What follows belongs to an exercise in optimizing a design on an open flow for small area; a production flow would make more cautious choices.
In this exercise RTL edits were held to simulation tests only and were not proved equivalent to the original.
No activity file was given, so power comes from the tool's default toggle rates.

==> pepper: inputs <==
==> flow/design.v <==
module RICSV_TOP(
	input clk, rst_n,
	output [31:0] imem_addr,
	input  [31:0] imem_data,
	output wb_en,
	output [4:0] wb_rd,
	output [31:0] wb_data,
	output mem_we,
	output [5:0] mem_addr,
	output [31:0] mem_wdata
	);
	wire [31:0] I   = imem_data;
	wire [6:0]  op  = I[6:0];
	wire [4:0]  rs1 = I[19:15];
	wire [4:0]  rs2 = I[24:20];
	wire [4:0]  rd  = I[11:7];
	wire [2:0]  f3  = I[14:12];
	wire [6:0]  f7  = I[31:25];
	wire base   = (op[3:0] == 4'b0011);
	wire is_op  = base & (op[6:4] == 3'b011);
	wire is_opi = base & (op[6:4] == 3'b001);
	wire is_ld  = base & (op[6:4] == 3'b000);
	wire is_st  = base & (op[6:4] == 3'b010);
	wire is_br  = base & (op[6:4] == 3'b110);
	wire rf_we  = (is_op | is_opi | is_ld) & (rd != 5'd0);
	reg ph;
	always @(posedge clk)
		ph <= rst_n & ~ph;
	wire [31:0] rq [1:31];
	wire [31:0] wdata;             
	wire [31:0] rwx = {32{~rst_n}} | (wdata ^ {32{ph}});
	genvar k;
	generate
		for (k = 1; k < 32; k = k + 1) begin : xr
			reg [31:0] q;
			wire we = rf_we & (rd == k);
			wire wr = ~rst_n | we;      
			wire hd = ~we;              
			always @(posedge clk)
				q <= ~((q & {32{hd}}) | (rwx & {32{wr}}));
			assign rq[k] = q;
		end
	endgenerate
	reg [31:0] r1, r2;
	integer i;
	always @(*) begin
		r1 = 32'h0;
		r2 = 32'h0;
		for (i = 1; i < 32; i = i + 1) begin
			r1 = r1 | (rq[i] & {32{rs1 == i}});
			r2 = r2 | (rq[i] & {32{rs2 == i}});
		end
	end
	wire [31:0] rs1v = r1 ^ {32{ph & (rs1 != 5'd0)}};
	wire [31:0] rs2v = r2 ^ {32{ph & (rs2 != 5'd0)}};
	wire        use_imm = ~op[6] & ~(op[5] & op[4]);
	wire [31:0] imm     = {{20{I[31]}}, I[31:25], op[5] ? I[11:7] : I[24:20]};
	wire [31:0] B       = use_imm ? imm : rs2v;
	wire        sub     = op[5] & op[4] & I[30];
	wire [31:0] sum     = rs1v + (B ^ {32{sub}}) + {31'h0, sub};
	wire f7_ok  = ~op[5] | (f7 == 7'b0000000);    
	wire f7_sub = (f7 == 7'b0100000);
	wire do_add = (f3 == 3'b000) & (f7_ok | f7_sub);
	wire do_and = (f3 == 3'b111) & f7_ok;
	wire do_or  = (f3 == 3'b110) & f7_ok;
	wire [31:0] res = do_add ? sum :
	                  do_and ? (rs1v & B) :
	                  do_or  ? (rs1v | B) : rs1v;
	wire [5:0] maddr = sum[5:0];
	wire [31:0] mq [0:63];
	wire [31:0] mwx = {32{~rst_n}} | (rs2v ^ {32{ph}});
	generate
		for (k = 0; k < 64; k = k + 1) begin : dm
			reg [31:0] q;
			wire we = is_st & (maddr == k);
			wire wr = ~rst_n | we;
			wire hd = ~we;
			always @(posedge clk)
				q <= ~((q & {32{hd}}) | (mwx & {32{wr}}));
			assign mq[k] = q;
		end
	endgenerate
	reg [31:0] m0;
	always @(*) begin
		m0 = 32'h0;
		for (i = 0; i < 64; i = i + 1)
			m0 = m0 | (mq[i] & {32{maddr == i}});
	end
	wire [31:0] mrd = m0 ^ {32{ph}};
	assign wdata = op[4] ? res : mrd;
	wire        taken = is_br & (rs1v == rs2v);
	wire [12:1] immB  = {I[31], I[7], I[30:25], I[11:8]};
	reg  [31:1] pc;
	wire [31:1] pc_inc = taken ? {{19{I[31]}}, immB} : 31'd2;
	always @(posedge clk or negedge rst_n)
		if (!rst_n) pc <= 31'h0;
		else        pc <= pc + pc_inc;
	assign imem_addr = {pc, 1'b0};
	assign wb_en     = rf_we;
	assign wb_rd     = rd;
	assign wb_data   = wdata;
	assign mem_we    = is_st;
	assign mem_addr  = maddr;
	assign mem_wdata = rs2v;
endmodule
==> flow/run.sh <==
#!/bin/bash
# synth_recipe.tcl (not shown) runs the flow's synth.tcl, then flattens the netlist and writes it again
# the make line also repeats each setting of config.mk as NAME=value (left out here)
make -C /OpenROAD-flow-scripts/flow DESIGN_CONFIG=/design/flow/config.mk WORK_HOME=/design/flow/orfs CLKGATE_MAP_FILE= SYNTH_SCRIPT=/design/flow/synth_recipe.tcl finish
==> flow/config.mk <==
export PLATFORM = sky130hd
export DESIGN_NAME = RICSV_TOP
export DESIGN_NICKNAME = RICSV_TOP
export VERILOG_FILES = /design/flow/design.v
export SDC_FILE = /design/flow/constraint.sdc
export NUM_CORES = 4
export LEC_CHECK = 0
export CAP_MARGIN = 20
export CORE_MARGIN = 2
export CORE_UTILIZATION = 45
export PLACE_DENSITY = 0.6
export SETUP_SLACK_MARGIN = 0.5
export SLEW_MARGIN = 20
==> flow/constraint.sdc <==
create_clock -name core_clock -period 16.0 [get_ports {clk}]
set_input_delay 3.2000 -clock core_clock [delete_from_list [all_inputs] [get_ports {clk}]]
set_output_delay 3.2000 -clock core_clock [all_outputs]
set_load 0.01 [all_outputs]
==> inputs of nickel, as changes to pepper <==
==> flow/design.v, changed modules only <==
module RICSV_TOP(
	input clk, rst_n,
	output [31:0] imem_addr,
	input  [31:0] imem_data,
	output wb_en,
	output [4:0] wb_rd,
	output [31:0] wb_data,
	output mem_we,
	output [5:0] mem_addr,
	output [31:0] mem_wdata
	);
	wire [31:0] I   = imem_data;
	wire [6:0]  op  = I[6:0];
	wire [4:0]  rs1 = I[19:15];
	wire [4:0]  rs2 = I[24:20];
	wire [4:0]  rd  = I[11:7];
	wire [2:0]  f3  = I[14:12];
	wire [6:0]  f7  = I[31:25];
	wire base   = (op[3:0] == 4'b0011);
	wire is_op  = base & (op[6:4] == 3'b011);
	wire is_opi = base & (op[6:4] == 3'b001);
	wire is_ld  = base & (op[6:4] == 3'b000);
	wire is_st  = base & (op[6:4] == 3'b010);
	wire is_br  = base & (op[6:4] == 3'b110);
	wire rf_we  = (is_op | is_opi | is_ld) & (rd != 5'd0);
	reg ph;
	always @(posedge clk)
		ph <= rst_n & ~ph;
	wire [31:0] wdata;             
	wire [31:0] rwx = {32{~rst_n}} | (wdata ^ {32{ph}});
	wire [31:0] s1, s2, swn;       
	dec5  u_dec_rs1 (.a(rs1), .en(1'b1),  .y(s1));
	dec5  u_dec_rs2 (.a(rs2), .en(1'b1),  .y(s2));
	dec5n u_dec_rd  (.a(rd),  .en(rf_we), .yn(swn));
	wire [31:0] rq [1:31];
	genvar k;
	generate
		for (k = 1; k < 32; k = k + 1) begin : xr
			reg  [31:0] q;
			wire [31:0] d;
			wire hd = swn[k];              
			wire wr = ~(rst_n & swn[k]);   
			st_word u_st (.q(q), .hd(hd), .x(rwx), .wr(wr), .d(d));
			always @(posedge clk)
				q <= d;
			assign rq[k] = q;
		end
	endgenerate
	wire [31:0] t1 [0:10];
	wire [31:0] t2 [0:10];
	generate
		for (k = 0; k < 10; k = k + 1) begin : rg
			aoi222_32 u1 (.a(rq[3*k+1]), .b(rq[3*k+2]), .c(rq[3*k+3]),
			              .sa(s1[3*k+1]), .sb(s1[3*k+2]), .sc(s1[3*k+3]), .y(t1[k]));
			aoi222_32 u2 (.a(rq[3*k+1]), .b(rq[3*k+2]), .c(rq[3*k+3]),
			              .sa(s2[3*k+1]), .sb(s2[3*k+2]), .sc(s2[3*k+3]), .y(t2[k]));
		end
	endgenerate
	nand2_32s u_t1l (.a(rq[31]), .sa(s1[31]), .y(t1[10]));
	nand2_32s u_t2l (.a(rq[31]), .sa(s2[31]), .y(t2[10]));
	wire [31:0] r1a, r1b, r1c, r2a, r2b, r2c;
	nand4_32 u_r1a (.a(t1[0]), .b(t1[1]), .c(t1[2]), .d(t1[3]), .y(r1a));
	nand4_32 u_r1b (.a(t1[4]), .b(t1[5]), .c(t1[6]), .d(t1[7]), .y(r1b));
	nand3_32 u_r1c (.a(t1[8]), .b(t1[9]), .c(t1[10]), .y(r1c));
	nand4_32 u_r2a (.a(t2[0]), .b(t2[1]), .c(t2[2]), .d(t2[3]), .y(r2a));
	nand4_32 u_r2b (.a(t2[4]), .b(t2[5]), .c(t2[6]), .d(t2[7]), .y(r2b));
	nand3_32 u_r2c (.a(t2[8]), .b(t2[9]), .c(t2[10]), .y(r2c));
	wire [31:0] r2   = r2a | r2b | r2c;
	wire [31:0] rs1v = (r1a | r1b | r1c) ^ {32{ph & (rs1 != 5'd0)}};
	wire [31:0] rs2v = r2 ^ {32{ph & (rs2 != 5'd0)}};
	wire        use_imm = ~op[6] & ~(op[5] & op[4]);
	wire [31:0] imm     = {{20{I[31]}}, I[31:25], op[5] ? I[11:7] : I[24:20]};
	wire [31:0] B       = use_imm ? imm : rs2v;
	wire        sub     = op[5] & op[4] & I[30];
	wire [31:0] sum     = rs1v + (B ^ {32{sub}}) + {31'h0, sub};
	wire f7_ok  = ~op[5] | (f7 == 7'b0000000);    
	wire f7_sub = (f7 == 7'b0100000);
	wire do_add = (f3 == 3'b000) & (f7_ok | f7_sub);
	wire do_and = (f3 == 3'b111) & f7_ok;
	wire do_or  = (f3 == 3'b110) & f7_ok;
	wire [31:0] res = do_add ? sum :
	                  do_and ? (rs1v & B) :
	                  do_or  ? (rs1v | B) : rs1v;
	wire [5:0] maddr = sum[5:0];
	wire [31:0] mwx = r2 | {32{~rst_n | (ph & (rs2 == 5'd0))}};
	wire [63:0] sm, smwn;          
	dec6  u_dec_ma (.a(maddr), .en(1'b1),  .y(sm));
	dec6n u_dec_mw (.a(maddr), .en(is_st), .yn(smwn));
	wire [31:0] mq [0:63];
	generate
		for (k = 0; k < 64; k = k + 1) begin : dm
			reg  [31:0] q;
			wire [31:0] d;
			wire hd = smwn[k];
			wire wr = ~(rst_n & smwn[k]);
			st_word u_st (.q(q), .hd(hd), .x(mwx), .wr(wr), .d(d));
			always @(posedge clk)
				q <= d;
			assign mq[k] = q;
		end
	endgenerate
	wire [31:0] tm [0:21];
	generate
		for (k = 0; k < 21; k = k + 1) begin : mg
			aoi222_32 u (.a(mq[3*k]), .b(mq[3*k+1]), .c(mq[3*k+2]),
			             .sa(sm[3*k]), .sb(sm[3*k+1]), .sc(sm[3*k+2]), .y(tm[k]));
		end
	endgenerate
	nand2_32s u_tml (.a(mq[63]), .sa(sm[63]), .y(tm[21]));
	wire [31:0] o0, o1, o2, o3, o4, o5, n0, n1, m0;
	nand4_32 u_o0 (.a(tm[0]),  .b(tm[1]),  .c(tm[2]),  .d(tm[3]),  .y(o0));
	nand4_32 u_o1 (.a(tm[4]),  .b(tm[5]),  .c(tm[6]),  .d(tm[7]),  .y(o1));
	nand4_32 u_o2 (.a(tm[8]),  .b(tm[9]),  .c(tm[10]), .d(tm[11]), .y(o2));
	nand4_32 u_o3 (.a(tm[12]), .b(tm[13]), .c(tm[14]), .d(tm[15]), .y(o3));
	nand4_32 u_o4 (.a(tm[16]), .b(tm[17]), .c(tm[18]), .d(tm[19]), .y(o4));
	nand2_32 u_o5 (.a(tm[20]), .b(tm[21]), .y(o5));
	nor3_32  u_n0 (.a(o0), .b(o1), .c(o2), .y(n0));
	nor3_32  u_n1 (.a(o3), .b(o4), .c(o5), .y(n1));
	nand2_32 u_m0 (.a(n0), .b(n1), .y(m0));
	wire [31:0] mrd = m0 ^ {32{ph}};
	assign wdata = op[4] ? res : mrd;
	wire        taken = is_br & (rs1v == rs2v);
	wire [12:1] immB  = {I[31], I[7], I[30:25], I[11:8]};
	reg  [31:1] pc;
	wire [31:1] pc_inc = taken ? {{19{I[31]}}, immB} : 31'd2;
	always @(posedge clk or negedge rst_n)
		if (!rst_n) pc <= 31'h0;
		else        pc <= pc + pc_inc;
	assign imem_addr = {pc, 1'b0};
	assign wb_en     = rf_we;
	assign wb_rd     = rd;
	assign wb_data   = wdata;
	assign mem_we    = is_st;
	assign mem_addr  = maddr;
	assign mem_wdata = rs2v;
endmodule
module dec5(input [4:0] a, input en, output [31:0] y);
	assign y = {31'h0, en} << a;
endmodule
module dec5n(input [4:0] a, input en, output [31:0] yn);
	assign yn = ~({31'h0, en} << a);
endmodule
module dec6n(input [5:0] a, input en, output [63:0] yn);
	assign yn = ~({63'h0, en} << a);
endmodule
module dec6(input [5:0] a, input en, output [63:0] y);
	assign y = {63'h0, en} << a;
endmodule
module st_word(input [31:0] q, input hd, input [31:0] x, input wr, output [31:0] d);
	assign d = ~((q & {32{hd}}) | (x & {32{wr}}));
endmodule
module aoi222_32(input [31:0] a, b, c, input sa, sb, sc, output [31:0] y);
	assign y = ~((a & {32{sa}}) | (b & {32{sb}}) | (c & {32{sc}}));
endmodule
module nand2_32s(input [31:0] a, input sa, output [31:0] y);
	assign y = ~(a & {32{sa}});
endmodule
module nand4_32(input [31:0] a, b, c, d, output [31:0] y);
	assign y = ~(a & b & c & d);
endmodule
module nand3_32(input [31:0] a, b, c, output [31:0] y);
	assign y = ~(a & b & c);
endmodule
module nand2_32(input [31:0] a, b, output [31:0] y);
	assign y = ~(a & b);
endmodule
module nor3_32(input [31:0] a, b, c, output [31:0] y);
	assign y = ~(a | b | c);
endmodule
- CTS_BUF_LIST: default -> sky130_fd_sc_hd__clkbuf_16
- CTS_CLUSTER_DIAMETER: default -> 100
- CTS_CLUSTER_SIZE: default -> 26
- SYNTH_HIERARCHICAL: default -> 1
- SYNTH_MINIMUM_KEEP_SIZE: default -> 0
==> qor summary <==
	pepper	nickel
Number of cells upsized or downsized after cts	23	8
Proportion of power drawn by the clock network	30.1%	17.3%
Total area of multi-input combinational cells	59,900 µm²	50,000 µm²
Net load switching power	0.0108 W	0.00948 W
Total die area	284,000 µm²	269,000 µm²
Number of standard cells in the final layout excluding fillers	17,200	14,100
Number of stages on the worst setup path	28	25
Clock tree buffer count of the final layout	484	143
Final instance area	145,000 µm²	127,000 µm²
Setup fix buffers added after clock tree synthesis	9	0
Run status	no timing/DRC/antenna violations	no timing/DRC/antenna violations
Highest ir drop seen on vdd	0.000232 V	0.000138 V
DR iter-0 viols	23,700	23,300
Final standard cell utilization of the core	52.0%	48.2%
Fmax	0.0638 GHz	0.0642 GHz
Length of routed wiring on met1	242 mm	189 mm
Power in combinational cells	0.00929 W	0.00822 W

-- what the ideal ports hide --
In the flow no input, the clock included, has a driving cell. The finished layouts below were timed again as built, in two steps.
Step 1 (the two cells are an assumption about what drives the block):
set clk [get_ports {clk}]
set_driving_cell -lib_cell sky130_fd_sc_hd__clkbuf_16 $clk
set_driving_cell -lib_cell sky130_fd_sc_hd__buf_2 [delete_from_list [all_inputs] $clk]
Step 2 times the ports against the registers' clock, not the clock port: input delays grow and output delays shrink by t, the midpoint of the rising clock arrivals with the driver on.
Three values: ideal, step 1, step 2; two values: the first two.
| run | t (ns) | setup slack, ns | worst hold slack (ns) | worst data-port slew with drivers (ns) |
|---|---|---|---|---|
| pepper | 1.059 | 0.337 / 0.314 / 0.314 | 0.452 / 0.452 / 0.452 | 0.08 |
| nickel | 0.945 | 0.414 / 0.305 / 0.305 | 0.459 / 0.459 / 0.459 | 0.16 |
After both steps setup and hold are still met in every run listed. The setup slack of nickel, which loses most, moves by -0.109 ns with the drivers and by -0.109 ns with both steps.
